Context: an optimization exercise on an open-source flow, tuned for small area and a short achievable clock period. The choices shown serve that exercise and are no tape-out recipe. Function was checked by simulation only, so behaviour that the tests miss may differ from the original. Power and IR drop assume default switching activity.

`design.v`:
```
module mul16_cs (
	input	[15:0]	a,
	input	[15:0]	b,
	output	[95:0]	r
);
wire one0 = b[0] ^ 1'b0;
wire two0 = (b[1] & ~b[0] & ~1'b0) | (~b[1] & b[0] & 1'b0);
wire neg0 = b[1];
wire pp0_0 = ((one0 & a[0]) | (two0 & 1'b0)) ^ neg0;
wire pp0_1 = ((one0 & a[1]) | (two0 & a[0])) ^ neg0;
wire pp0_2 = ((one0 & a[2]) | (two0 & a[1])) ^ neg0;
wire pp0_3 = ((one0 & a[3]) | (two0 & a[2])) ^ neg0;
wire pp0_4 = ((one0 & a[4]) | (two0 & a[3])) ^ neg0;
wire pp0_5 = ((one0 & a[5]) | (two0 & a[4])) ^ neg0;
wire pp0_6 = ((one0 & a[6]) | (two0 & a[5])) ^ neg0;
wire pp0_7 = ((one0 & a[7]) | (two0 & a[6])) ^ neg0;
wire pp0_8 = ((one0 & a[8]) | (two0 & a[7])) ^ neg0;
wire pp0_9 = ((one0 & a[9]) | (two0 & a[8])) ^ neg0;
wire pp0_10 = ((one0 & a[10]) | (two0 & a[9])) ^ neg0;
wire pp0_11 = ((one0 & a[11]) | (two0 & a[10])) ^ neg0;
wire pp0_12 = ((one0 & a[12]) | (two0 & a[11])) ^ neg0;
wire pp0_13 = ((one0 & a[13]) | (two0 & a[12])) ^ neg0;
wire pp0_14 = ((one0 & a[14]) | (two0 & a[13])) ^ neg0;
wire pp0_15 = ((one0 & a[15]) | (two0 & a[14])) ^ neg0;
wire pp0_16 = ((one0 & 1'b0) | (two0 & a[15])) ^ neg0;
wire one1 = b[2] ^ b[1];
wire two1 = (b[3] & ~b[2] & ~b[1]) | (~b[3] & b[2] & b[1]);
wire neg1 = b[3];
wire pp1_0 = ((one1 & a[0]) | (two1 & 1'b0)) ^ neg1;
wire pp1_1 = ((one1 & a[1]) | (two1 & a[0])) ^ neg1;
wire pp1_2 = ((one1 & a[2]) | (two1 & a[1])) ^ neg1;
wire pp1_3 = ((one1 & a[3]) | (two1 & a[2])) ^ neg1;
wire pp1_4 = ((one1 & a[4]) | (two1 & a[3])) ^ neg1;
wire pp1_5 = ((one1 & a[5]) | (two1 & a[4])) ^ neg1;
wire pp1_6 = ((one1 & a[6]) | (two1 & a[5])) ^ neg1;
wire pp1_7 = ((one1 & a[7]) | (two1 & a[6])) ^ neg1;
wire pp1_8 = ((one1 & a[8]) | (two1 & a[7])) ^ neg1;
wire pp1_9 = ((one1 & a[9]) | (two1 & a[8])) ^ neg1;
wire pp1_10 = ((one1 & a[10]) | (two1 & a[9])) ^ neg1;
wire pp1_11 = ((one1 & a[11]) | (two1 & a[10])) ^ neg1;
wire pp1_12 = ((one1 & a[12]) | (two1 & a[11])) ^ neg1;
wire pp1_13 = ((one1 & a[13]) | (two1 & a[12])) ^ neg1;
wire pp1_14 = ((one1 & a[14]) | (two1 & a[13])) ^ neg1;
wire pp1_15 = ((one1 & a[15]) | (two1 & a[14])) ^ neg1;
wire pp1_16 = ((one1 & 1'b0) | (two1 & a[15])) ^ neg1;
wire one2 = b[4] ^ b[3];
wire two2 = (b[5] & ~b[4] & ~b[3]) | (~b[5] & b[4] & b[3]);
wire neg2 = b[5];
wire pp2_0 = ((one2 & a[0]) | (two2 & 1'b0)) ^ neg2;
wire pp2_1 = ((one2 & a[1]) | (two2 & a[0])) ^ neg2;
wire pp2_2 = ((one2 & a[2]) | (two2 & a[1])) ^ neg2;
wire pp2_3 = ((one2 & a[3]) | (two2 & a[2])) ^ neg2;
wire pp2_4 = ((one2 & a[4]) | (two2 & a[3])) ^ neg2;
wire pp2_5 = ((one2 & a[5]) | (two2 & a[4])) ^ neg2;
wire pp2_6 = ((one2 & a[6]) | (two2 & a[5])) ^ neg2;
wire pp2_7 = ((one2 & a[7]) | (two2 & a[6])) ^ neg2;
wire pp2_8 = ((one2 & a[8]) | (two2 & a[7])) ^ neg2;
wire pp2_9 = ((one2 & a[9]) | (two2 & a[8])) ^ neg2;
wire pp2_10 = ((one2 & a[10]) | (two2 & a[9])) ^ neg2;
wire pp2_11 = ((one2 & a[11]) | (two2 & a[10])) ^ neg2;
wire pp2_12 = ((one2 & a[12]) | (two2 & a[11])) ^ neg2;
wire pp2_13 = ((one2 & a[13]) | (two2 & a[12])) ^ neg2;
wire pp2_14 = ((one2 & a[14]) | (two2 & a[13])) ^ neg2;
wire pp2_15 = ((one2 & a[15]) | (two2 & a[14])) ^ neg2;
wire pp2_16 = ((one2 & 1'b0) | (two2 & a[15])) ^ neg2;
wire one3 = b[6] ^ b[5];
wire two3 = (b[7] & ~b[6] & ~b[5]) | (~b[7] & b[6] & b[5]);
wire neg3 = b[7];
wire pp3_0 = ((one3 & a[0]) | (two3 & 1'b0)) ^ neg3;
wire pp3_1 = ((one3 & a[1]) | (two3 & a[0])) ^ neg3;
wire pp3_2 = ((one3 & a[2]) | (two3 & a[1])) ^ neg3;
wire pp3_3 = ((one3 & a[3]) | (two3 & a[2])) ^ neg3;
wire pp3_4 = ((one3 & a[4]) | (two3 & a[3])) ^ neg3;
wire pp3_5 = ((one3 & a[5]) | (two3 & a[4])) ^ neg3;
wire pp3_6 = ((one3 & a[6]) | (two3 & a[5])) ^ neg3;
wire pp3_7 = ((one3 & a[7]) | (two3 & a[6])) ^ neg3;
wire pp3_8 = ((one3 & a[8]) | (two3 & a[7])) ^ neg3;
wire pp3_9 = ((one3 & a[9]) | (two3 & a[8])) ^ neg3;
wire pp3_10 = ((one3 & a[10]) | (two3 & a[9])) ^ neg3;
wire pp3_11 = ((one3 & a[11]) | (two3 & a[10])) ^ neg3;
wire pp3_12 = ((one3 & a[12]) | (two3 & a[11])) ^ neg3;
wire pp3_13 = ((one3 & a[13]) | (two3 & a[12])) ^ neg3;
wire pp3_14 = ((one3 & a[14]) | (two3 & a[13])) ^ neg3;
wire pp3_15 = ((one3 & a[15]) | (two3 & a[14])) ^ neg3;
wire pp3_16 = ((one3 & 1'b0) | (two3 & a[15])) ^ neg3;
wire one4 = b[8] ^ b[7];
wire two4 = (b[9] & ~b[8] & ~b[7]) | (~b[9] & b[8] & b[7]);
wire neg4 = b[9];
wire pp4_0 = ((one4 & a[0]) | (two4 & 1'b0)) ^ neg4;
wire pp4_1 = ((one4 & a[1]) | (two4 & a[0])) ^ neg4;
wire pp4_2 = ((one4 & a[2]) | (two4 & a[1])) ^ neg4;
wire pp4_3 = ((one4 & a[3]) | (two4 & a[2])) ^ neg4;
wire pp4_4 = ((one4 & a[4]) | (two4 & a[3])) ^ neg4;
wire pp4_5 = ((one4 & a[5]) | (two4 & a[4])) ^ neg4;
wire pp4_6 = ((one4 & a[6]) | (two4 & a[5])) ^ neg4;
wire pp4_7 = ((one4 & a[7]) | (two4 & a[6])) ^ neg4;
wire pp4_8 = ((one4 & a[8]) | (two4 & a[7])) ^ neg4;
wire pp4_9 = ((one4 & a[9]) | (two4 & a[8])) ^ neg4;
wire pp4_10 = ((one4 & a[10]) | (two4 & a[9])) ^ neg4;
wire pp4_11 = ((one4 & a[11]) | (two4 & a[10])) ^ neg4;
wire pp4_12 = ((one4 & a[12]) | (two4 & a[11])) ^ neg4;
wire pp4_13 = ((one4 & a[13]) | (two4 & a[12])) ^ neg4;
wire pp4_14 = ((one4 & a[14]) | (two4 & a[13])) ^ neg4;
wire pp4_15 = ((one4 & a[15]) | (two4 & a[14])) ^ neg4;
wire pp4_16 = ((one4 & 1'b0) | (two4 & a[15])) ^ neg4;
wire one5 = b[10] ^ b[9];
wire two5 = (b[11] & ~b[10] & ~b[9]) | (~b[11] & b[10] & b[9]);
wire neg5 = b[11];
wire pp5_0 = ((one5 & a[0]) | (two5 & 1'b0)) ^ neg5;
wire pp5_1 = ((one5 & a[1]) | (two5 & a[0])) ^ neg5;
wire pp5_2 = ((one5 & a[2]) | (two5 & a[1])) ^ neg5;
wire pp5_3 = ((one5 & a[3]) | (two5 & a[2])) ^ neg5;
wire pp5_4 = ((one5 & a[4]) | (two5 & a[3])) ^ neg5;
wire pp5_5 = ((one5 & a[5]) | (two5 & a[4])) ^ neg5;
wire pp5_6 = ((one5 & a[6]) | (two5 & a[5])) ^ neg5;
wire pp5_7 = ((one5 & a[7]) | (two5 & a[6])) ^ neg5;
wire pp5_8 = ((one5 & a[8]) | (two5 & a[7])) ^ neg5;
wire pp5_9 = ((one5 & a[9]) | (two5 & a[8])) ^ neg5;
wire pp5_10 = ((one5 & a[10]) | (two5 & a[9])) ^ neg5;
wire pp5_11 = ((one5 & a[11]) | (two5 & a[10])) ^ neg5;
wire pp5_12 = ((one5 & a[12]) | (two5 & a[11])) ^ neg5;
wire pp5_13 = ((one5 & a[13]) | (two5 & a[12])) ^ neg5;
wire pp5_14 = ((one5 & a[14]) | (two5 & a[13])) ^ neg5;
wire pp5_15 = ((one5 & a[15]) | (two5 & a[14])) ^ neg5;
wire pp5_16 = ((one5 & 1'b0) | (two5 & a[15])) ^ neg5;
wire one6 = b[12] ^ b[11];
wire two6 = (b[13] & ~b[12] & ~b[11]) | (~b[13] & b[12] & b[11]);
wire neg6 = b[13];
wire pp6_0 = ((one6 & a[0]) | (two6 & 1'b0)) ^ neg6;
wire pp6_1 = ((one6 & a[1]) | (two6 & a[0])) ^ neg6;
wire pp6_2 = ((one6 & a[2]) | (two6 & a[1])) ^ neg6;
wire pp6_3 = ((one6 & a[3]) | (two6 & a[2])) ^ neg6;
wire pp6_4 = ((one6 & a[4]) | (two6 & a[3])) ^ neg6;
wire pp6_5 = ((one6 & a[5]) | (two6 & a[4])) ^ neg6;
wire pp6_6 = ((one6 & a[6]) | (two6 & a[5])) ^ neg6;
wire pp6_7 = ((one6 & a[7]) | (two6 & a[6])) ^ neg6;
wire pp6_8 = ((one6 & a[8]) | (two6 & a[7])) ^ neg6;
wire pp6_9 = ((one6 & a[9]) | (two6 & a[8])) ^ neg6;
wire pp6_10 = ((one6 & a[10]) | (two6 & a[9])) ^ neg6;
wire pp6_11 = ((one6 & a[11]) | (two6 & a[10])) ^ neg6;
wire pp6_12 = ((one6 & a[12]) | (two6 & a[11])) ^ neg6;
wire pp6_13 = ((one6 & a[13]) | (two6 & a[12])) ^ neg6;
wire pp6_14 = ((one6 & a[14]) | (two6 & a[13])) ^ neg6;
wire pp6_15 = ((one6 & a[15]) | (two6 & a[14])) ^ neg6;
wire pp6_16 = ((one6 & 1'b0) | (two6 & a[15])) ^ neg6;
wire one7 = b[14] ^ b[13];
wire two7 = (b[15] & ~b[14] & ~b[13]) | (~b[15] & b[14] & b[13]);
wire neg7 = b[15];
wire pp7_0 = ((one7 & a[0]) | (two7 & 1'b0)) ^ neg7;
wire pp7_1 = ((one7 & a[1]) | (two7 & a[0])) ^ neg7;
wire pp7_2 = ((one7 & a[2]) | (two7 & a[1])) ^ neg7;
wire pp7_3 = ((one7 & a[3]) | (two7 & a[2])) ^ neg7;
wire pp7_4 = ((one7 & a[4]) | (two7 & a[3])) ^ neg7;
wire pp7_5 = ((one7 & a[5]) | (two7 & a[4])) ^ neg7;
wire pp7_6 = ((one7 & a[6]) | (two7 & a[5])) ^ neg7;
wire pp7_7 = ((one7 & a[7]) | (two7 & a[6])) ^ neg7;
wire pp7_8 = ((one7 & a[8]) | (two7 & a[7])) ^ neg7;
wire pp7_9 = ((one7 & a[9]) | (two7 & a[8])) ^ neg7;
wire pp7_10 = ((one7 & a[10]) | (two7 & a[9])) ^ neg7;
wire pp7_11 = ((one7 & a[11]) | (two7 & a[10])) ^ neg7;
wire pp7_12 = ((one7 & a[12]) | (two7 & a[11])) ^ neg7;
wire pp7_13 = ((one7 & a[13]) | (two7 & a[12])) ^ neg7;
wire pp7_14 = ((one7 & a[14]) | (two7 & a[13])) ^ neg7;
wire pp7_15 = ((one7 & a[15]) | (two7 & a[14])) ^ neg7;
wire pp7_16 = ((one7 & 1'b0) | (two7 & a[15])) ^ neg7;
wire pp8_0 = a[0] & b[15];
wire pp8_1 = a[1] & b[15];
wire pp8_2 = a[2] & b[15];
wire pp8_3 = a[3] & b[15];
wire pp8_4 = a[4] & b[15];
wire pp8_5 = a[5] & b[15];
wire pp8_6 = a[6] & b[15];
wire pp8_7 = a[7] & b[15];
wire pp8_8 = a[8] & b[15];
wire pp8_9 = a[9] & b[15];
wire pp8_10 = a[10] & b[15];
wire pp8_11 = a[11] & b[15];
wire pp8_12 = a[12] & b[15];
wire pp8_13 = a[13] & b[15];
wire pp8_14 = a[14] & b[15];
wire pp8_15 = a[15] & b[15];
wire hs1 = neg2 ^ pp0_4;
wire hc2 = neg2 & pp0_4;
wire hs3 = pp0_5 ^ pp1_3;
wire hc4 = pp0_5 & pp1_3;
wire fs5 = neg3 ^ pp0_6 ^ pp1_4;
wire fc6 = (neg3 & pp0_6) | (pp1_4 & (neg3 ^ pp0_6));
wire hs7 = pp2_2 ^ pp3_0;
wire hc8 = pp2_2 & pp3_0;
wire fs9 = pp0_7 ^ pp1_5 ^ pp2_3;
wire fc10 = (pp0_7 & pp1_5) | (pp2_3 & (pp0_7 ^ pp1_5));
wire hs11 = pp3_1 ^ hc8;
wire hc12 = pp3_1 & hc8;
wire fs13 = neg4 ^ pp0_8 ^ pp1_6;
wire fc14 = (neg4 & pp0_8) | (pp1_6 & (neg4 ^ pp0_8));
wire fs15 = pp2_4 ^ pp3_2 ^ pp4_0;
wire fc16 = (pp2_4 & pp3_2) | (pp4_0 & (pp2_4 ^ pp3_2));
wire hs17 = fc10 ^ fs13;
wire hc18 = fc10 & fs13;
wire fs19 = pp0_9 ^ pp1_7 ^ pp2_5;
wire fc20 = (pp0_9 & pp1_7) | (pp2_5 & (pp0_9 ^ pp1_7));
wire fs21 = pp3_3 ^ pp4_1 ^ fc14;
wire fc22 = (pp3_3 & pp4_1) | (fc14 & (pp3_3 ^ pp4_1));
wire hs23 = fc16 ^ fs19;
wire hc24 = fc16 & fs19;
wire fs25 = neg5 ^ pp0_10 ^ pp1_8;
wire fc26 = (neg5 & pp0_10) | (pp1_8 & (neg5 ^ pp0_10));
wire fs27 = pp2_6 ^ pp3_4 ^ pp4_2;
wire fc28 = (pp2_6 & pp3_4) | (pp4_2 & (pp2_6 ^ pp3_4));
wire fs29 = pp5_0 ^ fc20 ^ fs25;
wire fc30 = (pp5_0 & fc20) | (fs25 & (pp5_0 ^ fc20));
wire hs31 = fs27 ^ hc24;
wire hc32 = fs27 & hc24;
wire fs33 = pp0_11 ^ pp1_9 ^ pp2_7;
wire fc34 = (pp0_11 & pp1_9) | (pp2_7 & (pp0_11 ^ pp1_9));
wire fs35 = pp3_5 ^ pp4_3 ^ pp5_1;
wire fc36 = (pp3_5 & pp4_3) | (pp5_1 & (pp3_5 ^ pp4_3));
wire fs37 = fc26 ^ fc28 ^ fs33;
wire fc38 = (fc26 & fc28) | (fs33 & (fc26 ^ fc28));
wire hs39 = fs35 ^ fc30;
wire hc40 = fs35 & fc30;
wire fs41 = neg6 ^ pp0_12 ^ pp1_10;
wire fc42 = (neg6 & pp0_12) | (pp1_10 & (neg6 ^ pp0_12));
wire fs43 = pp2_8 ^ pp3_6 ^ pp4_4;
wire fc44 = (pp2_8 & pp3_6) | (pp4_4 & (pp2_8 ^ pp3_6));
wire fs45 = pp5_2 ^ pp6_0 ^ fc34;
wire fc46 = (pp5_2 & pp6_0) | (fc34 & (pp5_2 ^ pp6_0));
wire fs47 = fc36 ^ fs41 ^ fs43;
wire fc48 = (fc36 & fs41) | (fs43 & (fc36 ^ fs41));
wire hs49 = fc38 ^ fs45;
wire hc50 = fc38 & fs45;
wire fs51 = pp0_13 ^ pp1_11 ^ pp2_9;
wire fc52 = (pp0_13 & pp1_11) | (pp2_9 & (pp0_13 ^ pp1_11));
wire fs53 = pp3_7 ^ pp4_5 ^ pp5_3;
wire fc54 = (pp3_7 & pp4_5) | (pp5_3 & (pp3_7 ^ pp4_5));
wire fs55 = pp6_1 ^ fc42 ^ fc44;
wire fc56 = (pp6_1 & fc42) | (fc44 & (pp6_1 ^ fc42));
wire fs57 = fs51 ^ fs53 ^ fc46;
wire fc58 = (fs51 & fs53) | (fc46 & (fs51 ^ fs53));
wire hs59 = fc48 ^ fs55;
wire hc60 = fc48 & fs55;
wire fs61 = neg7 ^ pp0_14 ^ pp1_12;
wire fc62 = (neg7 & pp0_14) | (pp1_12 & (neg7 ^ pp0_14));
wire fs63 = pp2_10 ^ pp3_8 ^ pp4_6;
wire fc64 = (pp2_10 & pp3_8) | (pp4_6 & (pp2_10 ^ pp3_8));
wire fs65 = pp5_4 ^ pp6_2 ^ pp7_0;
wire fc66 = (pp5_4 & pp6_2) | (pp7_0 & (pp5_4 ^ pp6_2));
wire fs67 = fc52 ^ fc54 ^ fs61;
wire fc68 = (fc52 & fc54) | (fs61 & (fc52 ^ fc54));
wire fs69 = fs63 ^ fs65 ^ fc56;
wire fc70 = (fs63 & fs65) | (fc56 & (fs63 ^ fs65));
wire hs71 = fs67 ^ hc60;
wire hc72 = fs67 & hc60;
wire fs73 = pp0_15 ^ pp1_13 ^ pp2_11;
wire fc74 = (pp0_15 & pp1_13) | (pp2_11 & (pp0_15 ^ pp1_13));
wire fs75 = pp3_9 ^ pp4_7 ^ pp5_5;
wire fc76 = (pp3_9 & pp4_7) | (pp5_5 & (pp3_9 ^ pp4_7));
wire fs77 = pp6_3 ^ pp7_1 ^ fc62;
wire fc78 = (pp6_3 & pp7_1) | (fc62 & (pp6_3 ^ pp7_1));
wire fs79 = fc64 ^ fc66 ^ fs73;
wire fc80 = (fc64 & fc66) | (fs73 & (fc64 ^ fc66));
wire fs81 = fs75 ^ fc68 ^ fs77;
wire fc82 = (fs75 & fc68) | (fs77 & (fs75 ^ fc68));
wire hs83 = fs79 ^ fc70;
wire hc84 = fs79 & fc70;
wire fs85 = pp8_0 ^ pp0_16 ^ pp1_14;
wire fc86 = (pp8_0 & pp0_16) | (pp1_14 & (pp8_0 ^ pp0_16));
wire fs87 = pp2_12 ^ pp3_10 ^ pp4_8;
wire fc88 = (pp2_12 & pp3_10) | (pp4_8 & (pp2_12 ^ pp3_10));
wire fs89 = pp5_6 ^ pp6_4 ^ pp7_2;
wire fc90 = (pp5_6 & pp6_4) | (pp7_2 & (pp5_6 ^ pp6_4));
wire fs91 = fc74 ^ fc76 ^ fs85;
wire fc92 = (fc74 & fc76) | (fs85 & (fc74 ^ fc76));
wire fs93 = fs87 ^ fs89 ^ fc78;
wire fc94 = (fs87 & fs89) | (fc78 & (fs87 ^ fs89));
wire fs95 = fc80 ^ fs91 ^ fc82;
wire fc96 = (fc80 & fs91) | (fc82 & (fc80 ^ fs91));
wire fs97 = neg0 ^ pp8_1 ^ pp1_15;
wire fc98 = (neg0 & pp8_1) | (pp1_15 & (neg0 ^ pp8_1));
wire fs99 = pp2_13 ^ pp3_11 ^ pp4_9;
wire fc100 = (pp2_13 & pp3_11) | (pp4_9 & (pp2_13 ^ pp3_11));
wire fs101 = pp5_7 ^ pp6_5 ^ pp7_3;
wire fc102 = (pp5_7 & pp6_5) | (pp7_3 & (pp5_7 ^ pp6_5));
wire fs103 = fc86 ^ fc88 ^ fc90;
wire fc104 = (fc86 & fc88) | (fc90 & (fc86 ^ fc88));
wire fs105 = fs97 ^ fs99 ^ fs101;
wire fc106 = (fs97 & fs99) | (fs101 & (fs97 ^ fs99));
wire fs107 = fc92 ^ fs103 ^ fs105;
wire fc108 = (fc92 & fs103) | (fs105 & (fc92 ^ fs103));
wire fs109 = neg0 ^ pp8_2 ^ pp1_16;
wire fc110 = (neg0 & pp8_2) | (pp1_16 & (neg0 ^ pp8_2));
wire fs111 = pp2_14 ^ pp3_12 ^ pp4_10;
wire fc112 = (pp2_14 & pp3_12) | (pp4_10 & (pp2_14 ^ pp3_12));
wire fs113 = pp5_8 ^ pp6_6 ^ pp7_4;
wire fc114 = (pp5_8 & pp6_6) | (pp7_4 & (pp5_8 ^ pp6_6));
wire fs115 = fc98 ^ fc100 ^ fc102;
wire fc116 = (fc98 & fc100) | (fc102 & (fc98 ^ fc100));
wire fs117 = fs109 ^ fs111 ^ fs113;
wire fc118 = (fs109 & fs111) | (fs113 & (fs109 ^ fs111));
wire fs119 = fc104 ^ fc106 ^ fs115;
wire fc120 = (fc104 & fc106) | (fs115 & (fc104 ^ fc106));
wire fs121 = ~neg0 ^ ~neg1 ^ pp8_3;
wire fc122 = (~neg0 & ~neg1) | (pp8_3 & (~neg0 ^ ~neg1));
wire fs123 = pp2_15 ^ pp3_13 ^ pp4_11;
wire fc124 = (pp2_15 & pp3_13) | (pp4_11 & (pp2_15 ^ pp3_13));
wire fs125 = pp5_9 ^ pp6_7 ^ pp7_5;
wire fc126 = (pp5_9 & pp6_7) | (pp7_5 & (pp5_9 ^ pp6_7));
wire fs127 = fs121 ^ fc110 ^ fc112;
wire fc128 = (fs121 & fc110) | (fc112 & (fs121 ^ fc110));
wire fs129 = fc114 ^ fs123 ^ fs125;
wire fc130 = (fc114 & fs123) | (fs125 & (fc114 ^ fs123));
wire fs131 = fc116 ^ fc118 ^ fs127;
wire fc132 = (fc116 & fc118) | (fs127 & (fc116 ^ fc118));
wire fs133 = 1'b1 ^ pp8_4 ^ fc122;
wire fc134 = (1'b1 & pp8_4) | (fc122 & (1'b1 ^ pp8_4));
wire fs135 = pp2_16 ^ pp3_14 ^ pp4_12;
wire fc136 = (pp2_16 & pp3_14) | (pp4_12 & (pp2_16 ^ pp3_14));
wire fs137 = pp5_10 ^ pp6_8 ^ pp7_6;
wire fc138 = (pp5_10 & pp6_8) | (pp7_6 & (pp5_10 ^ pp6_8));
wire fs139 = fs133 ^ fc124 ^ fc126;
wire fc140 = (fs133 & fc124) | (fc126 & (fs133 ^ fc124));
wire fs141 = fs135 ^ fs137 ^ fc128;
wire fc142 = (fs135 & fs137) | (fc128 & (fs135 ^ fs137));
wire hs143 = fc130 ^ fs139;
wire hc144 = fc130 & fs139;
wire fs145 = ~neg2 ^ pp8_5 ^ pp3_15;
wire fc146 = (~neg2 & pp8_5) | (pp3_15 & (~neg2 ^ pp8_5));
wire fs147 = pp4_13 ^ pp5_11 ^ pp6_9;
wire fc148 = (pp4_13 & pp5_11) | (pp6_9 & (pp4_13 ^ pp5_11));
wire fs149 = pp7_7 ^ fc134 ^ fc136;
wire fc150 = (pp7_7 & fc134) | (fc136 & (pp7_7 ^ fc134));
wire fs151 = fc138 ^ fs145 ^ fs147;
wire fc152 = (fc138 & fs145) | (fs147 & (fc138 ^ fs145));
wire fs153 = fc140 ^ fs149 ^ fs151;
wire fc154 = (fc140 & fs149) | (fs151 & (fc140 ^ fs149));
wire fs155 = 1'b1 ^ pp8_6 ^ pp3_16;
wire fc156 = (1'b1 & pp8_6) | (pp3_16 & (1'b1 ^ pp8_6));
wire fs157 = pp4_14 ^ pp5_12 ^ pp6_10;
wire fc158 = (pp4_14 & pp5_12) | (pp6_10 & (pp4_14 ^ pp5_12));
wire fs159 = pp7_8 ^ fc146 ^ fc148;
wire fc160 = (pp7_8 & fc146) | (fc148 & (pp7_8 ^ fc146));
wire fs161 = fs155 ^ fs157 ^ fc150;
wire fc162 = (fs155 & fs157) | (fc150 & (fs155 ^ fs157));
wire hs163 = fc152 ^ fs159;
wire hc164 = fc152 & fs159;
wire fs165 = ~neg3 ^ pp8_7 ^ pp4_15;
wire fc166 = (~neg3 & pp8_7) | (pp4_15 & (~neg3 ^ pp8_7));
wire fs167 = pp5_13 ^ pp6_11 ^ pp7_9;
wire fc168 = (pp5_13 & pp6_11) | (pp7_9 & (pp5_13 ^ pp6_11));
wire fs169 = fc156 ^ fc158 ^ fs165;
wire fc170 = (fc156 & fc158) | (fs165 & (fc156 ^ fc158));
wire fs171 = fs167 ^ fc160 ^ fs169;
wire fc172 = (fs167 & fc160) | (fs169 & (fs167 ^ fc160));
wire fs173 = 1'b1 ^ pp8_8 ^ pp4_16;
wire fc174 = (1'b1 & pp8_8) | (pp4_16 & (1'b1 ^ pp8_8));
wire fs175 = pp5_14 ^ pp6_12 ^ pp7_10;
wire fc176 = (pp5_14 & pp6_12) | (pp7_10 & (pp5_14 ^ pp6_12));
wire fs177 = fc166 ^ fc168 ^ fs173;
wire fc178 = (fc166 & fc168) | (fs173 & (fc166 ^ fc168));
wire hs179 = fs175 ^ fc170;
wire hc180 = fs175 & fc170;
wire fs181 = ~neg4 ^ pp8_9 ^ pp5_15;
wire fc182 = (~neg4 & pp8_9) | (pp5_15 & (~neg4 ^ pp8_9));
wire fs183 = pp6_13 ^ pp7_11 ^ fc174;
wire fc184 = (pp6_13 & pp7_11) | (fc174 & (pp6_13 ^ pp7_11));
wire fs185 = fc176 ^ fs181 ^ fc178;
wire fc186 = (fc176 & fs181) | (fc178 & (fc176 ^ fs181));
wire fs187 = 1'b1 ^ pp8_10 ^ pp5_16;
wire fc188 = (1'b1 & pp8_10) | (pp5_16 & (1'b1 ^ pp8_10));
wire fs189 = pp6_14 ^ pp7_12 ^ fc182;
wire fc190 = (pp6_14 & pp7_12) | (fc182 & (pp6_14 ^ pp7_12));
wire hs191 = fs187 ^ fc184;
wire hc192 = fs187 & fc184;
wire fs193 = ~neg5 ^ pp8_11 ^ pp6_15;
wire fc194 = (~neg5 & pp8_11) | (pp6_15 & (~neg5 ^ pp8_11));
wire fs195 = pp7_13 ^ fc188 ^ fs193;
wire fc196 = (pp7_13 & fc188) | (fs193 & (pp7_13 ^ fc188));
wire fs197 = 1'b1 ^ pp8_12 ^ pp6_16;
wire fc198 = (1'b1 & pp8_12) | (pp6_16 & (1'b1 ^ pp8_12));
wire hs199 = pp7_14 ^ fc194;
wire hc200 = pp7_14 & fc194;
wire fs201 = ~neg6 ^ pp8_13 ^ pp7_15;
wire fc202 = (~neg6 & pp8_13) | (pp7_15 & (~neg6 ^ pp8_13));
wire hs203 = 1'b1 ^ pp8_14;
wire hc204 = 1'b1 & pp8_14;
assign r[0] = pp0_0;
assign r[32] = neg0;
assign r[64] = 1'b0;
assign r[1] = pp0_1;
assign r[33] = 1'b0;
assign r[65] = 1'b0;
assign r[2] = pp0_2;
assign r[34] = pp1_0;
assign r[66] = neg1;
assign r[3] = pp0_3;
assign r[35] = pp1_1;
assign r[67] = 1'b0;
assign r[4] = pp1_2;
assign r[36] = pp2_0;
assign r[68] = hs1;
assign r[5] = pp2_1;
assign r[37] = hc2;
assign r[69] = hs3;
assign r[6] = hc4;
assign r[38] = fs5;
assign r[70] = hs7;
assign r[7] = fc6;
assign r[39] = fs9;
assign r[71] = hs11;
assign r[8] = fs15;
assign r[40] = hc12;
assign r[72] = hs17;
assign r[9] = hc18;
assign r[41] = fs21;
assign r[73] = hs23;
assign r[10] = fc22;
assign r[42] = fs29;
assign r[74] = hs31;
assign r[11] = fs37;
assign r[43] = hc32;
assign r[75] = hs39;
assign r[12] = fs47;
assign r[44] = hc40;
assign r[76] = hs49;
assign r[13] = hc50;
assign r[45] = fs57;
assign r[77] = hs59;
assign r[14] = fc58;
assign r[46] = fs69;
assign r[78] = hs71;
assign r[15] = fs81;
assign r[47] = hc72;
assign r[79] = hs83;
assign r[16] = fs93;
assign r[48] = hc84;
assign r[80] = fs95;
assign r[17] = fc94;
assign r[49] = fc96;
assign r[81] = fs107;
assign r[18] = fs117;
assign r[50] = fc108;
assign r[82] = fs119;
assign r[19] = fs129;
assign r[51] = fc120;
assign r[83] = fs131;
assign r[20] = fc132;
assign r[52] = fs141;
assign r[84] = hs143;
assign r[21] = hc144;
assign r[53] = fc142;
assign r[85] = fs153;
assign r[22] = fs161;
assign r[54] = fc154;
assign r[86] = hs163;
assign r[23] = hc164;
assign r[55] = fc162;
assign r[87] = fs171;
assign r[24] = fs177;
assign r[56] = fc172;
assign r[88] = hs179;
assign r[25] = fs183;
assign r[57] = hc180;
assign r[89] = fs185;
assign r[26] = fs189;
assign r[58] = fc186;
assign r[90] = hs191;
assign r[27] = fc190;
assign r[59] = hc192;
assign r[91] = fs195;
assign r[28] = fs197;
assign r[60] = fc196;
assign r[92] = hs199;
assign r[29] = fc198;
assign r[61] = hc200;
assign r[93] = fs201;
assign r[30] = pp7_16;
assign r[62] = fc202;
assign r[94] = hs203;
assign r[31] = ~neg7;
assign r[63] = pp8_15;
assign r[95] = hc204;
endmodule
module mul16_add (
	input	[95:0]	r,
	output	[31:0]	p
);
wire [31:0] x = r[31:0], y = r[63:32], z = r[95:64];
wire [31:0] s = x ^ y ^ z;
wire [31:0] c = (x & y) | (z & (x ^ y));
assign p = s + {c[30:0], 1'b0};
endmodule
`timescale 1ns/100ps
module tta16 (
	input		cpu_clk_i,
	input		cpu_rst_i,
	output	reg		wb_cyc_o,
	output	reg	[1:0]	wb_stb_o,
	output	reg		wb_we_o,
	input			wb_ack_i,
	input			wb_rty_i,
	input			wb_err_i,
	output		[2:0]	wb_cti_o,
	output		[1:0]	wb_bte_o,
	output		[22:0]	wb_adr_o,
	output		[1:0]	wb_sel_o,
	output		[15:0]	wb_dat_o,
	input		[1:0]	wb_sel_i,
	input		[15:0]	wb_dat_i,
	output			imem_en_o,
	output	reg	[9:0]	imem_adr_o,
	input		[31:0]	imem_dat_i,
	output	reg	[1:0]	imem_we_o,
	output		[9:0]	imem_wadr_o,
	output	reg	[15:0]	imem_wdat_o
);
reg		run;		 
reg	[15:0]	rf[15:0];
reg	[15:0]	t_reg0, t_reg1;
reg	[9:0]	pc_prev;
reg		t_bra;
reg	[9:0]	iadr;
reg	[6:0]	rseg, wseg;
reg	[15:0]	t_data_a, t_data_b, t_data_c, t_com;
reg		t_rad, t_wad;			 
reg		t_sub, t_bits;			 
reg	[1:0]	t_mode;				 
reg		t_reg, t_mul, t_msr;		 
reg		x_zf, x_bf;
reg	[15:0]	x_diff, x_bits, x_mem;
reg	[95:0]	x_prod;				 
reg	[22:0]	wb_adr;
reg	[15:0]	wb_dat;
wire	[31:0]	instr	= imem_dat_i;
wire	[1:0]	f_src_a	= instr[31:30];
wire	[2:0]	f_dst_a	= instr[29:27];
wire	[1:0]	f_src_b	= instr[26:25];
wire	[2:0]	f_dst_b	= instr[24:22];
wire	[1:0]	f_src_c	= instr[21:20];
wire	[1:0]	f_dst_c	= instr[19:18];
wire	[2:0]	f_com	= instr[17:15];
wire	[3:0]	f_reg1	= instr[14:11];
wire	[3:0]	f_reg0	= {instr[14], instr[10:8]};
wire	[15:0]	f_immed	= {{9{instr[7]}}, instr[6:0]};
wire	[15:0]	f_limm	= {{6{instr[10]}}, instr[9:0]};
wire	[9:0]	pc_next	= {pc_prev[8:1], pc_prev[0]^pc_prev[3], pc_prev[9]};
wire	[9:0]	pc	= imem_adr_o;	 
wire	[31:0]	prod;
mul16_add MULADD (
	.r	(x_prod),
	.p	(prod)
);
assign	wb_cti_o	= 3'b000;
assign	wb_bte_o	= 2'b00;
assign	wb_sel_o	= 2'b11;
assign	wb_adr_o	= wb_adr;
assign	wb_dat_o	= wb_dat;
assign	imem_en_o	= run;
assign	imem_wadr_o	= iadr;
wire	mem_op	= (f_dst_a == 3'd2 || f_dst_a == 3'd3);
always @(posedge cpu_clk_i)
	if (cpu_rst_i)		run	<= 1;
	else if (wb_ack_i)	run	<= 1;
	else if (mem_op)	run	<= 0;
reg	[15:0]	rd0, rd1;
integer	k;
always @(*) begin
	rd0	= 16'd0;
	rd1	= 16'd0;
	for (k = 0; k < 16; k = k + 1) begin
		rd0	= rd0 | (rf[k] & {16{f_reg0 == k}});
		rd1	= rd1 | (rf[k] & {16{f_reg1 == k}});
	end
end
reg	[15:0]	data_a, data_c, com;
always @(*) begin
	case (f_src_a)
	0:	data_a	= t_com;
	1:	data_a	= f_limm;
	2:	data_a	= t_reg0;
	3:	data_a	= x_mem;
	endcase
	case (f_src_c)
	0:	data_c	= t_com;
	1:	data_c	= x_diff;
	2:	data_c	= t_reg1;
	3:	data_c	= {6'd0, pc_next};
	endcase
	case (f_com)
	0:	com	= t_com;
	1:	com	= f_immed;
	2:	com	= t_reg1;
	3:	com	= x_mem;
	4:	com	= x_diff;
	5:	com	= x_bits;
	6:	com	= prod[15:0];
	7:	com	= prod[31:16];
	endcase
end
always @(posedge cpu_clk_i)
	if (run) begin
		t_data_a	<= data_a;
		t_data_c	<= data_c;
		t_com		<= com;
		case (f_src_b)
		0:	t_data_b	<= t_com;
		1:	t_data_b	<= f_immed;
		2:	t_data_b	<= t_reg0;
		3:	t_data_b	<= x_mem;
		endcase
		t_sub	<= (f_dst_b == 3'd1 || f_dst_b == 3'd2);
		t_bits	<= (f_dst_b == 3'd3 || f_dst_b[2]);
		t_mode	<= f_dst_b[1:0];
		t_reg	<= (f_dst_c == 2'd1);
		t_mul	<= (f_dst_c == 2'd2);
		t_msr	<= (f_dst_c == 2'd3);
		t_reg0	<= rd0;
		t_reg1	<= rd1;
	end
always @(posedge cpu_clk_i) begin
	t_rad	<= run & (f_dst_a == 3'd2);
	t_wad	<= run & (f_dst_a == 3'd3);
end
wire	jmp	= (f_dst_a == 3'd1) ||
		  (f_dst_a == 3'd5 && !x_bf) ||
		  (f_dst_a == 3'd4 && x_bf) ||
		  (f_dst_a == 3'd7 && !x_zf) ||
		  (f_dst_a == 3'd6 && x_zf);
wire	bra	= !t_bra && jmp;
always @(posedge cpu_clk_i)
	if (cpu_rst_i)		t_bra	<= 0;
	else if (run)		t_bra	<= bra;
always @(posedge cpu_clk_i)
	if (cpu_rst_i)		pc_prev	<= 10'd1;
	else if (run)		pc_prev	<= pc;
always @(posedge cpu_clk_i)
	if (cpu_rst_i)		imem_adr_o	<= 10'd2;
	else if (run)		imem_adr_o	<= bra ? data_a[9:0] : {pc[8:1], pc[0]^pc[3], pc[9]};
wire	run_n	= cpu_rst_i || wb_ack_i || (run && !mem_op);
wire	msr_n	= run ? (f_dst_c == 2'd3) : t_msr;
wire	[2:0]	dc_n	= run ? data_c[2:0] : t_data_c[2:0];
always @(posedge cpu_clk_i)
	imem_we_o	<= {run_n && msr_n && dc_n == 3'd5,
			    run_n && msr_n && dc_n == 3'd4};
always @(posedge cpu_clk_i)
	if (run && f_dst_c == 2'd3)	imem_wdat_o	<= com;
always @(posedge cpu_clk_i)
	if (run && t_reg)	rf[f_reg1]	<= t_data_c;
always @(posedge cpu_clk_i)
	if (cpu_rst_i)		x_bf	<= 0;
	else if (run && t_sub)	{x_bf, x_diff}	<= {1'b0, t_com} - {1'b0, t_data_b};
wire	[95:0]	mul_r;
mul16_cs MUL (
	.a	(t_data_c),
	.b	(t_com),
	.r	(mul_r)
);
always @(posedge cpu_clk_i)
	if (run && t_mul)	x_prod	<= mul_r;
reg	[15:0]	bits_n;
always @(*)
	case (t_mode)
	0:	bits_n	= ~(t_data_b & t_com);
	1:	bits_n	= t_data_b & t_com;
	2:	bits_n	= ~(t_data_b | t_com);
	3:	bits_n	= ~(t_data_b ^ t_com);
	endcase
always @(posedge cpu_clk_i)
	if (cpu_rst_i)
		x_zf	<= 1;
	else if (run && t_bits) begin
		x_bits	<= ~bits_n;
		x_zf	<= &bits_n;
	end
always @(posedge cpu_clk_i)
	if (cpu_rst_i)	{rseg, wseg, iadr}	<= 0;
	else if (t_msr) case (t_data_c[2:0])
		0:	rseg	<= t_com[6:0];
		1:	wseg	<= t_com[6:0];
		2:	iadr	<= t_com[9:0];
	endcase
always @(posedge cpu_clk_i)
	if (cpu_rst_i)
		{wb_we_o, wb_cyc_o, wb_stb_o}	<= 0;
	else if (t_wad) begin
		wb_cyc_o	<= 1;
		wb_we_o		<= 1;
		wb_adr		<= {wseg, t_data_a};
		wb_dat		<= t_data_c;
		wb_stb_o	<= wseg[6] ? 2'b10 : 2'b01;
	end else if (t_rad) begin
		wb_cyc_o	<= 1;
		wb_we_o		<= 0;
		wb_adr		<= {rseg, t_data_a};
		wb_stb_o	<= rseg[6] ? 2'b10 : 2'b01;
	end else if (wb_ack_i || wb_rty_i)
		{wb_we_o, wb_cyc_o, wb_stb_o}	<= 0;
always @(posedge cpu_clk_i)
	if (wb_ack_i)	x_mem	<= wb_dat_i;
endmodule	 
```
`flow/run.sh`:
```
#!/bin/bash
# The standard layout, with faster port buffers (buf_2 in place of the
# delay-buffer cell buffer_ports picks by default), which the resizer may
# then size as usual.
set -euo pipefail
export BUFFER_PORTS_ARGS="-buffer_cell sky130_fd_sc_hd__buf_2"
bash standard.sh > standard.log 2>&1
```
`standard.sh`:
```
#!/bin/bash
# synth_recipe.tcl (not shown) runs the flow's synth.tcl, then flattens the netlist and writes it again
# the make line also repeats each setting of config.mk as NAME=value (left out here)
make -C /OpenROAD-flow-scripts/flow DESIGN_CONFIG=/design/flow/config.mk WORK_HOME=/design/flow/orfs CLKGATE_MAP_FILE= SYNTH_SCRIPT=/design/flow/synth_recipe.tcl "${@:-finish}"
```
`constraint.sdc`:
```
create_clock -name core_clock -period 8.0 [get_ports {cpu_clk_i}]
set_input_delay 1.6000 -clock core_clock [delete_from_list [all_inputs] [get_ports {cpu_clk_i}]]
set_output_delay 1.6000 -clock core_clock [all_outputs]
set_load 0.01 [all_outputs]
```
`config.mk`:
```
export PLATFORM = sky130hd
export DESIGN_NAME = tta16
export DESIGN_NICKNAME = tta16
export VERILOG_FILES = /design/flow/design.v
export SDC_FILE = /design/flow/constraint.sdc
export NUM_CORES = 4
export LEC_CHECK = 0
export ABC_AREA = 1
export CAP_MARGIN = 20
export CORE_MARGIN = 2
export CORE_UTILIZATION = 40
export CTS_BUF_LIST = sky130_fd_sc_hd__clkbuf_8
export PLACE_DENSITY = 0.6
export SETUP_SLACK_MARGIN = 4.5
export SLEW_MARGIN = 20
```
==> flow_summary.yaml, run 1 <==
floorplan:
  die_w_um: 295.1
  chipHeight_um: 295.1
  initial_core_util_pct: 40.43
  core_um2: 83820
  io-pin-count: 144
  die-area_um2: 87070
  std_cell_rows: 106
drt:
  wl_um: 123400
  remaining_drc_errors: 0
  drt_first_iter_violations: 3646
  drt.antenna.violating_nets: 0
  via_per_inst: 5.628
  dr_total_vias: 27466
  firstDrtPassIters: 6
  avgRoutedWirePerCell_um: 25.29
worst_setup_path:
  critPathCapture: "x_prod[87]"
  path_depth: 10
  worstPathCellList: "buf_12 -> nor2_1 -> a21oi_2 -> buf_4 -> o22ai_2 -> xor2_1 -> fa_1 -> fa_1 -> inv_1 -> fa_1"
  reg2reg_from: "t_com[7]"
  crit_arrival_ns: 3.92
  critPathMostFrequentCell: "fa_1"
  crit_buf_inv: 3
  r2r_cells: 10
  cp.required_ns: 8.47
  startpoint_type: "register"
  reg2reg_slack_ns: 4.54
  crit_start: "t_com[7]"
  r2r_end: "x_prod[87]"
  critPathMaxFanout: 22
  crit_slowest_cell: "fa_1"
  timing_worst_setup_path_type: "reg -> reg"
  path_delay_family: "adder cells"
  cpPeakStageDelay_ns: 0.55
  worst_setup_path_end_kind: "register"
synthesis:
  synth-simple-area-share_pct: 13.69
  syn_avg_cell_area_um2: 9.973
  yosys_warnings: 1
  synth_compound_area_share_pct: 11.97
  synth_top_family_by_area: "simple AND/OR/NAND/NOR gates"
  ys_seq_area_share_pct: 52.37
  synth_xor_xnor_area_share_pct: 4.006
  synth_edf_count: 553
  async_flop_share_pct: 0
  muxShareOfSynthArea_pct: 0
  yosys_register_bits: 610
  synth_most_common_cell: "nand2_1"
  ys_types: 53
  synthTopCellsByCount: "nand2_1 (723), edfxtp_1 (553), inv_1 (504)"
  ys.flop_type: "edfxtp_1"
  synth_area_leaders: "edfxtp_1 (49%), nand2_1 (8.0%), fa_1 (6.4%)"
  synthAdderAreaFrac_pct: 10.15
  synthCells: 3398
  yosysTopAreaCellShare_pct: 49.00
  yosysTopAreaCell: "edfxtp_1"
  syn_area_um2: 33890
timing:
  fin_crit_sh_pct: 43.19
  fmax_mhz: 289.4
  hold_viol: 0
  tns_ns: 0
  worst-slew-pin-transition_ns: 0.9115
  fin_skew_ns: 0.04079
  slew_violations: 0
  rsz0062_at_grt: "false"
  relSlewSlack_pct: 38.86
  min_period_ns: 3.455
  hold_ws_ns: 0.4186
  setup_viol: 0
final_layout:
  layout-drive-gt1-share_pct: 14.06
  regMostFlops: "rf"
  largestRegisters: "rf: 256 flops, x_prod: 92 flops, wb_adr: 23 flops"
  areaGrowthSynthToFinish_pct: 14.44
  multi_input_area_um2: 13630
  fill_cells: 8047
  largest_reg_flops: 256
  final-seq-area_um2: 17750
  final_nets: 3921
clocking:
  cts_hold_buf: 0
  clk_path_buf_depth: 3
  tritoncts: "done"
  cts.sinks: 610
  htreeDepth: 3
  clock-root-buffer: "clkbuf_8"
  clkTransAtPathRegs_ns: 0.06
  clock_latency_ns: 0.76
  numCtsBuffers: 104
power:
  intPower_w: 0.01008
  comb_power_share_pct: 58.4
  p_sw_share_pct: 46.08
  seqPwrFrac_pct: 26.9
  power_density_nw_per_um2: 482.2
  ir_worst_vdd_v: 0.0003582
  power_switching_w: 0.008618
  power.share.clock_pct: 14.7
  p_leak_nw: 16.36
place:
  gp_congestion: 0.9711
  portBuffers: 133
  dp_hpwl_um: 86110
global_route:
  grt_max_degree: 68
  antenna_found_initial: 12
  gr-usage-all-layers_pct: 28.06
  overflow: 0
  grt_pass1_wl_um: 176500
  first_global_vias: 26121
worst_hold_path:
  hold_class: "reg -> reg"
flow_run:
  cap_violations: 0
status:
  status: "no timing/DRC/antenna violations"
## cell usage in the layout, fill, tap and decap left out, types with 48 or more instances in the layout
cell | netlist | routed
a21oi_1 | 130 | 127
a221oi_1 | 48 | 48
buf_2 | 46 | 133
buf_4 | 15 | 122
clkbuf_8 | 0 | 111
dfxtp_1 | 57 | 56
edfxtp_1 | 553 | 553
fa_1 | 108 | 103
ha_1 | 102 | 102
inv_1 | 504 | 515
nand2_1 | 723 | 720
nand3_1 | 99 | 99
nor2_1 | 179 | 171
o21ai_0 | 114 | 114
o22ai_1 | 197 | 194
xor2_1 | 149 | 148
## cell families (layout without fill, tap and decap cells)
group / Yosys count / after routing
AOI/OAI and AO/OA: 636 / 636
and+or+nand+nor: 1117 / 1117
adders and majority gates: 210 / 210
DFF: 610 / 610
other: 2 / 12
buffers and inverters: 668 / 1006
xor gates and xnor gates: 155 / 155
## worst min path at each step
stage                            start         end  slack, ns  cells after the start
final                      t_data_a[6]   wb_adr[6]       0.42                      0
after global routing      t_data_a[13]  wb_adr[13]       0.43                      0
after CTS                  t_data_a[6]   wb_adr[6]       0.42                      0
after detailed placement   t_data_a[6]   wb_adr[6]       0.40                      0
after global placement    t_data_a[13]  wb_adr[13]       0.40                      0
after floorplan            t_data_a[0]   wb_adr[0]       0.40                      0
## worst register-to-register path: stages, from the launching register on
cell	delay, ns
edfxtp_1	0.42
buf_12	0.20
nor2_1	0.26
a21oi_2	0.09
buf_4	0.22
o22ai_2	0.18
xor2_1	0.24
fa_1	0.50
fa_1	0.55
inv_1	0.05
fa_1	0.49
## repair_timing
item                       CTS  global route
pin swaps                    0             9
cloned                       1             1
buffers inserted            35            34
gates resized for setup     30            32
setup endpoints to repair   38            19
## metal layers
layer	vias to the layer above	routed length, um	track usage (%)
met1	13277	49560	37.51
met2	1669	54790	43.21
met3	326	13620	7.292
met5	-	42	0
met4	6	5405	12.00
li1	12188	-	-
## power groups by stage
stage	registers [W]	clock network, W	logic (W)
2_1_floorplan	0.00507	0	0.00682
3_3_place_gp	0.00517	0	0.00992
3_5_place_dp	0.00518	0	0.0101
4_1_cts	0.00504	0.00279	0.0105
5_1_grt	0.00507	0.00293	0.0122
6_report	0.00502	0.00276	0.0109
## metrics by stage
step | instance area [um^2] | total power, W | utilization (%) | instances | worst slack [ns]
4_1_cts | 38350 | 0.01836 | 45.76 | 4840 | 4.495
3_3_place_gp | 35930 | 0.01509 | 42.87 | 4613 | 3.734
6_report | 38780 | 0.01870 | 46.27 | 4880 | 4.545
2_1_floorplan | 33950 | 0.01189 | - | 3403 | 4.540
5_1_grt | 38770 | 0.02016 | 46.26 | 4876 | 4.485
3_5_place_dp | 35930 | 0.01532 | 42.87 | 4613 | 3.709
## final cells by class
| type | instances | area share, % |
|---|---|---|
| Antenna cell | 5 | 0.03226 |
| Clock buffer | 110 | 3.904 |
| Clock inverter | 81 | 1.210 |
| Inverter | 543 | 5.417 |
| Multi-Input combinational cell | 2125 | 35.15 |
| Sequential cell | 610 | 45.77 |
| Tap cell | 1134 | 3.659 |
| Timing Repair Buffer | 272 | 4.859 |
==> inputs of run 2 (changes only) <==
--- a/config.mk
+++ b/config.mk
@@ -11,4 +11,3 @@
 export CORE_UTILIZATION = 40
-export CTS_BUF_LIST = sky130_fd_sc_hd__clkbuf_8
-export PLACE_DENSITY = 0.6
+export PLACE_DENSITY = 0.5
 export SETUP_SLACK_MARGIN = 4.5
==> flow_summary.yaml, run 2 <==
floorplan:
  core_um2: 83820
  chipHeight_um: 295.1
  die_w_um: 295.1
  die-area_um2: 87070
  initial_core_util_pct: 40.43
  std_cell_rows: 106
  io-pin-count: 144
timing:
  setup_viol: 0
  tns_ns: 0
  min_period_ns: 3.557
  fin_crit_sh_pct: 44.46
  hold_viol: 0
  relSlewSlack_pct: 29.01
  worst-slew-pin-transition_ns: 1.062
  slew_violations: 0
  hold_ws_ns: 0.4220
  fin_skew_ns: 0.05116
  rsz0062_at_grt: "true"
  fin_ws_ns: 4.443
  fmax_mhz: 281.2
synthesis:
  yosys_warnings: 1
  synth-simple-area-share_pct: 13.69
  synth_top_family_by_area: "simple AND/OR/NAND/NOR gates"
  ys_types: 53
  syn_area_um2: 33890
  yosysTopAreaCellShare_pct: 49.00
  synth_edf_count: 553
  async_flop_share_pct: 0
  yosysTopAreaCell: "edfxtp_1"
  synth_xor_xnor_area_share_pct: 4.006
  ys_seq_area_share_pct: 52.37
  yosys_register_bits: 610
  ys.flop_type: "edfxtp_1"
  synth_most_common_cell: "nand2_1"
  synthCells: 3398
  synthAdderAreaFrac_pct: 10.15
  muxShareOfSynthArea_pct: 0
  synth_area_leaders: "edfxtp_1 (49%), nand2_1 (8.0%), fa_1 (6.4%)"
  synth_compound_area_share_pct: 11.97
  synthTopCellsByCount: "nand2_1 (723), edfxtp_1 (553), inv_1 (504)"
  syn_avg_cell_area_um2: 9.973
status:
  status: "no timing/DRC/antenna violations"
drt:
  via_per_inst: 5.647
  firstDrtPassIters: 6
  dr_total_vias: 27380
  wl_um: 133400
  avgRoutedWirePerCell_um: 27.51
  drt_first_iter_violations: 3322
  drt.antenna.violating_nets: 0
  remaining_drc_errors: 0
global_route:
  first_global_vias: 26721
  antenna_found_initial: 12
  grt_max_degree: 71
  overflow: 0
  gr-usage-all-layers_pct: 30.26
  grt_pass1_wl_um: 188000
worst_setup_path:
  worst_setup_path_end_kind: "register"
  reg2reg_from: "t_data_c[13]"
  crit_start: "imem_dat_i[13]"
  critPathCapture: "t_reg1[15]"
  timing_worst_setup_path_type: "in -> reg"
  crit_arrival_ns: 3.88
  reg2reg_slack_ns: 4.57
  cp.required_ns: 8.33
  critPathMaxFanout: 11
  r2r_cells: 8
  startpoint_type: "input port"
  r2r_end: "x_prod[80]"
final_layout:
  fill_cells: 7962
  finalNonFillerCells: 4849
  final_nets: 3919
  final_cell_mix: "nand2_1 (714), edfxtp_1 (553), inv_1 (485)"
  multi_input_area_um2: 13760
  final-seq-area_um2: 17750
  regMostFlops: "rf"
  layout-drive-gt1-share_pct: 14.79
  areaGrowthSynthToFinish_pct: 16.95
  largestRegisters: "rf: 256 flops, x_prod: 92 flops, wb_adr: 23 flops"
  final_common_cell: "nand2_1"
  largest_reg_flops: 256
clocking:
  tritoncts: "done"
  htreeDepth: 3
  cts.sinks: 610
  cts_hold_buf: 0
  clkTransAtPathRegs_ns: 0.06
  numCtsBuffers: 73
  clock-root-buffer: "clkbuf_16"
  clk_path_buf_depth: 3
  clock_latency_ns: 0.66
place:
  placedCellCount: 4611
  portBuffers: 133
  post-place-ws_ns: 3.503
  dp_hpwl_um: 94020
  gp_congestion: 0.9535
worst_hold_path:
  hp-start: "t_data_a[13]"
  hold_class: "reg -> reg"
power:
  ir_worst_vdd_v: 0.0002518
  power_density_nw_per_um2: 494.1
  totalPowerFinal_w: 0.01958
  p_leak_nw: 16.58
flow_run:
  cap_violations: 0
[run 2: area by class of cell]
class / count / share of cell area (%)
Inverter: 543 / 5.323
Tap cell: 1134 / 3.580
Clock inverter: 50 / 1.452
Clock buffer: 83 / 4.704
Antenna cell: 3 / 0.01894
Timing Repair Buffer: 301 / 5.418
Multi-Input combinational cell: 2125 / 34.72
Sequential cell: 610 / 44.79
[run 2: how the worst min path moves through the flow]
stage          depth (start not counted)         end
2_1_floorplan                          0   wb_adr[0]
3_3_place_gp                           0  wb_adr[13]
3_5_place_dp                           0  wb_adr[15]
4_1_cts                                0   wb_adr[1]
5_1_grt                                0  wb_adr[10]
6_report                               0  wb_adr[13]
[run 2: metrics by stage]
stage	instance area (um^2)	utilization [%]
finish	39630	47.28
global route	39620	47.27
CTS	39070	46.62
detailed placement	35920	42.86
global placement	35920	42.86
floorplan	33950	-
[run 2: kinds of logic (layout without fill, tap and decap cells)]
group                      count (synthesis)  after routing
buffers and inverters                    668            977
and+or+nand+nor                         1117           1117
AOI/OAI and AO/OA                        636            636
xor gates and xnor gates                 155            155
DFF                                      610            610
adders and majority gates                210            210
other                                      2             10
[run 2: routing by layer]
layer | GRT usage, % | up-vias | wire length, um
li1 | - | 12166 | -
met1 | 41.52 | 13453 | 56240
met2 | 45.85 | 1451 | 58070
met3 | 7.661 | 298 | 13390
met4 | 11.97 | 12 | 5545
met5 | 0.8869 | - | 161
[run 2: what timing repair did]
| item | in CTS | in global routing |
|---|---|---|
| cloned | 0 | 3 |
| pin swaps | 3 | 2 |
| buffers inserted | 64 | 34 |
| endpoints found under the setup margin | 47 | 37 |
| gates resized for setup | 50 | 39 |
[run 2: where the power goes]
group / total [W] / switching [W] / leakage [nW] / internal [W]
Clock: 0.00341 / 0.00146 / 1.18 / 0.00194
Combinational: 0.0112 / 0.00718 / 9.67 / 0.00400
Sequential: 0.00500 / 0.000268 / 5.73 / 0.00473
[run 2: worst max-delay path, cell delays in order]
cell,delay (ns)
buf_2,0.13
inv_1,0.09
nand2_1,0.09
inv_1,0.13
nand2_2,0.35
inv_1,0.31
nand2_1,0.13
o2111ai_1,0.14
a211oi_1,0.66
nand3_1,0.24
==> inputs of run 3 (changes only) <==
--- a/config.mk
+++ b/config.mk
@@ -11,4 +11,4 @@
 export CORE_UTILIZATION = 40
-export PLACE_DENSITY = 0.5
-export SETUP_SLACK_MARGIN = 4.5
+export PLACE_DENSITY = 0.6
+export SETUP_SLACK_MARGIN = 4.4
 export SLEW_MARGIN = 20
==> flow_summary.yaml, run 3 <==
status:
  status: "no timing/DRC/antenna violations"
timing:
  rsz0062_at_grt: "false"
  tns_ns: 0
  min_period_ns: 3.563
  fin_skew_ns: 0.03148
  relSlewSlack_pct: 23.12
  setup_viol: 0
  hold_ws_ns: 0.4191
  fin_crit_sh_pct: 44.54
  hold_viol: 0
  fmax_mhz: 280.6
  slew_violations: 0
  worst-slew-pin-transition_ns: 1.150
synthesis:
  synth-simple-area-share_pct: 13.69
  synth_xor_xnor_area_share_pct: 4.006
  synth_compound_area_share_pct: 11.97
  ys_types: 53
  synth_edf_count: 553
  yosysTopAreaCell: "edfxtp_1"
  synth_most_common_cell: "nand2_1"
  synthTopCellsByCount: "nand2_1 (723), edfxtp_1 (553), inv_1 (504)"
  synth_top_family_by_area: "simple AND/OR/NAND/NOR gates"
  syn_avg_cell_area_um2: 9.973
  ys.flop_type: "edfxtp_1"
  yosys_register_bits: 610
  muxShareOfSynthArea_pct: 0
  yosys_warnings: 1
  ys_seq_area_share_pct: 52.37
  yosysTopAreaCellShare_pct: 49.00
  synth_area_leaders: "edfxtp_1 (49%), nand2_1 (8.0%), fa_1 (6.4%)"
  synthCells: 3398
  syn_area_um2: 33890
  async_flop_share_pct: 0
  synthAdderAreaFrac_pct: 10.15
floorplan:
  initial_core_util_pct: 40.43
  io-pin-count: 144
  die_w_um: 295.1
  std_cell_rows: 106
  chipHeight_um: 295.1
  core_um2: 83820
  die-area_um2: 87070
global_route:
  overflow: 0
  gr-usage-all-layers_pct: 27.45
  grt_max_degree: 82
  first_global_vias: 25711
  antenna_found_initial: 5
  grt_pass1_wl_um: 173200
drt:
  dr_total_vias: 27056
  wl_um: 121400
  firstDrtPassIters: 6
  drt_first_iter_violations: 3745
  drt.antenna.violating_nets: 0
  via_per_inst: 5.650
  avgRoutedWirePerCell_um: 25.34
  remaining_drc_errors: 0
clocking:
  htreeDepth: 3
  tritoncts: "done"
  clock_latency_ns: 0.65
  clkTransAtPathRegs_ns: 0.06
  clk_path_buf_depth: 3
  cts.sinks: 610
  numCtsBuffers: 71
  clock-root-buffer: "clkbuf_16"
  cts_hold_buf: 0
final_layout:
  regMostFlops: "rf"
  finalNonFillerCells: 4789
  layout-drive-gt1-share_pct: 12.62
  final_nets: 3862
  final_area_um2: 38910
  final_common_cell: "nand2_1"
  areaGrowthSynthToFinish_pct: 14.82
  largest_reg_flops: 256
  final_cell_mix: "nand2_1 (722), edfxtp_1 (553), inv_1 (492)"
  largestRegisters: "rf: 256 flops, x_prod: 92 flops, wb_adr: 23 flops"
worst_setup_path:
  critPathMaxFanout: 11
  startpoint_type: "input port"
  crit_slowest_cell: "nand2_1"
  critPathCapture: "t_reg1[1]"
  r2r_end: "x_prod[80]"
  reg2reg_slack_ns: 4.49
  r2r_cells: 12
  worstPathCellList: "buf_2 -> inv_1 -> nand2_1 -> inv_1 -> nand2_1 -> inv_1 -> nand2_1 -> o211ai_1 -> nor3_2 -> nand4_1"
  cp.required_ns: 8.28
  cpPeakStageDelay_ns: 0.47
  timing_worst_setup_path_type: "in -> reg"
  crit_arrival_ns: 3.84
  crit_start: "imem_dat_i[13]"
  worst_setup_path_end_kind: "register"
  reg2reg_from: "t_com[3]"
place:
  gp_congestion: 1.002
  dp_hpwl_um: 85510
  placed_cell_area_um2: 35840
  portBuffers: 133
  placedCellCount: 4601
flow_run:
  cap_violations: 0
power:
  p_leak_nw: 16.28
  power_density_nw_per_um2: 491.4
  ir_worst_vdd_v: 0.0003142
worst_hold_path:
  hold_class: "reg -> reg"
  hp-start: "t_data_a[9]"
## run 3: per-layer routing
| layer | vias to the layer above | part of all wire [%] | global-route usage (%) |
|---|---|---|---|
| li1 | 12043 | - | - |
| met1 | 13107 | 40 | 37.25 |
| met2 | 1603 | 45 | 42.92 |
| met3 | 303 | 11 | 6.495 |
| met4 | 0 | 4.2 | 10.03 |
| met5 | - | 0 | 0 |
## run 3: cell families after synthesis
group	Yosys count
and+or+nand+nor	1117
buffers and inverters	668
AOI/OAI and AO/OA	636
DFF	610
adders and majority gates	210
xor gates and xnor gates	155
other	2
## run 3: final cells by class
class                           count  area, um^2
Antenna cell                        2       5.005
Clock buffer                       87        1942
Clock inverter                     42       450.4
Fill cell                        7933       44910
Inverter                          543        2081
Multi-Input combinational cell   2125       13640
Sequential cell                   610       17750
Tap cell                         1134        1419
Timing Repair Buffer              246        1629
## run 3: worst min path at each step
| stage | endpoint | slack (ns) | cells after the start |
|---|---|---|---|
| after floorplan | wb_adr[0] | 0.40 | 0 |
| after global placement | wb_adr[8] | 0.40 | 0 |
| after detailed placement | wb_adr[7] | 0.40 | 0 |
| after CTS | wb_adr[7] | 0.42 | 0 |
| after global routing | wb_adr[12] | 0.43 | 0 |
| final | wb_adr[9] | 0.42 | 0 |
## run 3: stage by stage
step | total power [W] | setup slack, ns | utilization (%)
final | 0.01912 | 4.437 | 46.42
after global routing | 0.02061 | 4.365 | 46.42
after CTS | 0.01880 | 4.365 | 45.98
after detailed placement | 0.01524 | 3.645 | 42.76
after global placement | 0.01501 | 3.601 | 42.76
after floorplan | 0.01187 | 4.400 | -
## run 3: what timing repair did
item	CTS	global route
buffers inserted	29	27
pin swaps	1	3
endpoints found under the setup margin	34	44
resized for setup	18	32
cloned	0	1
hold endpoints to repair	0	0
## run 3: power breakdown
| group | total, W | switching [W] | internal (W) |
|---|---|---|---|
| Clock | 0.00337 | 0.00140 | 0.00197 |
| Combinational | 0.0107 | 0.00685 | 0.00386 |
| Sequential | 0.00504 | 0.000304 | 0.00473 |
## run 3: critical path, delay by kind of cell
kind            cells  cell delay (ns)
compound gates      1             0.10
simple gates        5             1.44
buf+inv             4             0.68
==> inputs of run 4 (changes only) <==
--- a/config.mk
+++ b/config.mk
@@ -12,3 +12,3 @@
 export PLACE_DENSITY = 0.6
-export SETUP_SLACK_MARGIN = 4.4
+export SETUP_SLACK_MARGIN = 4.65
 export SLEW_MARGIN = 20
==> flow_summary.yaml, run 4 <==
status:
  status: "no timing/DRC/antenna violations"
synthesis:
  ys_seq_area_share_pct: 52.37
  ys_types: 53
  ys.flop_type: "edfxtp_1"
  syn_avg_cell_area_um2: 9.973
  synth_area_leaders: "edfxtp_1 (49%), nand2_1 (8.0%), fa_1 (6.4%)"
  yosysTopAreaCellShare_pct: 49.00
  yosys_register_bits: 610
  yosys_warnings: 1
  syn_area_um2: 33890
  yosysTopAreaCell: "edfxtp_1"
  synth_edf_count: 553
  synth_most_common_cell: "nand2_1"
  synthTopCellsByCount: "nand2_1 (723), edfxtp_1 (553), inv_1 (504)"
  async_flop_share_pct: 0
  synthCells: 3398
final_layout:
  finalNonFillerCells: 4870
  final_cell_mix: "nand2_1 (710), edfxtp_1 (553), inv_1 (483)"
  regMostFlops: "rf"
  largestRegisters: "rf: 256 flops, x_prod: 92 flops, wb_adr: 23 flops"
  areaGrowthSynthToFinish_pct: 18.31
  final_nets: 3939
  final_common_cell: "nand2_1"
  largest_reg_flops: 256
  layout-drive-gt1-share_pct: 16.22
flow_run:
  cap_violations: 0
global_route:
  grt_max_degree: 82
  antenna_found_initial: 8
  overflow: 0
  gr-usage-all-layers_pct: 28.06
  first_global_vias: 26003
  grt_pass1_wl_um: 177200
clocking:
  tritoncts: "done"
  clkTransAtPathRegs_ns: 0.06
  cts.sinks: 610
  numCtsBuffers: 72
  htreeDepth: 3
  clk_path_buf_depth: 3
  clock_latency_ns: 0.64
  cts_hold_buf: 0
  clock-root-buffer: "clkbuf_16"
worst_setup_path:
  cp.required_ns: 8.33
  startpoint_type: "input port"
  reg2reg_from: "t_com[3]"
  reg2reg_slack_ns: 4.59
  crit_arrival_ns: 3.76
  r2r_cells: 9
  timing_worst_setup_path_type: "in -> reg"
  critPathMaxFanout: 11
  worst_setup_path_end_kind: "register"
  r2r_end: "x_prod[80]"
  crit_start: "imem_dat_i[10]"
timing:
  tns_ns: 0
  worst-slew-pin-transition_ns: 1.153
  relSlewSlack_pct: 22.95
  fin_skew_ns: 0.02804
  fin_ws_ns: 4.561
  hold_viol: 0
  fin_crit_sh_pct: 42.98
  rsz0062_at_grt: "true"
  setup_viol: 0
  slew_violations: 0
  min_period_ns: 3.439
  fmax_mhz: 290.8
power:
  ir_worst_vdd_v: 0.0004598
  power.share.clock_pct: 17.1
  p_sw_share_pct: 44.55
  seqPwrFrac_pct: 25.2
  p_leak_nw: 16.75
  power_density_nw_per_um2: 498.8
  intPower_w: 0.01109
  comb_power_share_pct: 57.8
  totalPowerFinal_w: 0.02000
  power_switching_w: 0.008909
floorplan:
  die-area_um2: 87070
  chipHeight_um: 295.1
  core_um2: 83820
  initial_core_util_pct: 40.43
  io-pin-count: 144
  die_w_um: 295.1
  std_cell_rows: 106
worst_hold_path:
  hp-start: "t_data_a[4]"
  hold_class: "reg -> reg"
  holdPathEnd: "wb_adr[4]"
  hold-path-cell-count: 0
drt:
  dr_total_vias: 27680
  drt.antenna.violating_nets: 0
  avgRoutedWirePerCell_um: 25.60
  wl_um: 124700
  drt_first_iter_violations: 3531
  remaining_drc_errors: 0
  firstDrtPassIters: 6
  via_per_inst: 5.684
place:
  post-place-ws_ns: 3.761
  dp_hpwl_um: 85230
  placedCellCount: 4598
  portBuffers: 133
  gp_congestion: 0.9901
==> run 4: cell counts after synthesis <==
Identical to the previous run, type by type.
==> run 4: critical path, stage by stage <==
cell and delay, ns:
buf_2 0.29, nor2_2 0.17, nand2_1 0.48, inv_1 0.37, nand2_1 0.13, o21ai_0 0.10
a221oi_1 0.36, nand3_1 0.24
==> run 4: worst max path at each step <==
stage	slack [ns]	endpoint
final	4.56	t_reg0[0]
after global routing	4.52	x_prod[81]
after CTS	4.60	x_prod[81]
after detailed placement	3.76	t_reg1[1]
after global placement	3.80	rf[1][14]
after floorplan	4.66	x_prod[80]
==> run 4: cell families (layout without fill, tap and decap cells) <==
group,count (synthesis),count (layout),share of synthesized area (%)
xor gates and xnor gates,155,155,4.006
DFF,610,610,52.37
adders and majority gates,210,210,10.15
and+or+nand+nor,1117,1117,13.69
other,2,12,0.02216
AOI/OAI and AO/OA,636,636,11.97
buffers and inverters,668,996,7.801
==> run 4: routing by layer <==
metal | share of wire, % | routed length [um] | global-route usage, %
met1 | 40 | 49660 | 37.81
met2 | 45 | 56180 | 44.32
met3 | 11 | 13400 | 6.322
met4 | 4.4 | 5435 | 10.44
met5 | 0.0056 | 7 | 0
==> run 4: final cells by class <==
type                    count  area, um^2
inverters                 543        2101
well taps                1134        1419
flip-flops and latches    610       17750
fillers                  7794       43730
diodes                      5       12.51
clock inverters            39       419.2
multi-input cells        2125       13930
clock buffers              92        2036
repair buffers            322        2422
==> run 4: through the flow <==
step | cell area [um^2] | hold WS (ns) | util (%)
6_report | 40090 | 0.4152 | 47.83
3_3_place_gp | 35840 | 0.4032 | 42.76
4_1_cts | 39300 | 0.4167 | 46.89
2_1_floorplan | 33970 | 0.4003 | -
3_5_place_dp | 35840 | 0.4045 | 42.76
5_1_grt | 40090 | 0.4242 | 47.83
==> run 4: repair_timing <==
action	in CTS	in global routing
cloned	3	4
endpoints found under the setup margin	123	64
resized for setup	76	63
setup buffers	72	57
pin swaps	7	28
==> run 4: power by group through the flow <==
| stage | clock network [W] | registers (W) | logic, W |
|---|---|---|---|
| global placement | 0 | 0.00517 | 0.00987 |
| floorplan | 0 | 0.00507 | 0.00683 |
| global route | 0.00357 | 0.00507 | 0.0128 |
| finish | 0.00341 | 0.00503 | 0.0116 |
| CTS | 0.00345 | 0.00503 | 0.0108 |
| detailed placement | 0 | 0.00518 | 0.0100 |

==> static timing again, ports no longer ideal <==
How much do the figures lean on ideal ports? The routed layouts below were timed once more, with nothing changed but the port constraints. Step 1, drivers: a clkbuf_16 drives cpu_clk_i and a buf_2 each remaining input, both assumed. Step 2 times the ports against the registers' clock, not the clock port: input delays grow and output delays shrink by t, the midpoint of the rising clock arrivals with the driver on. a / b / c = no drivers / after step 1 / after step 2; a / b = the first two.
run	t (ns)	setup slack, ns	worst setup path at the end
run 1	0.795	4.545 / 4.545 / 3.786	input to register
run 2	0.702	4.443 / 4.483 / 3.781	input to register
run 3	0.690	4.437 / 4.414 / 3.778	input to register
run 4	0.684	4.561 / 4.588 / 3.915	input to register
After both steps setup and hold are still met in every run listed. The setup slack of run 1, which loses most, moves by 0.000 ns with the drivers and by -0.759 ns with both steps.
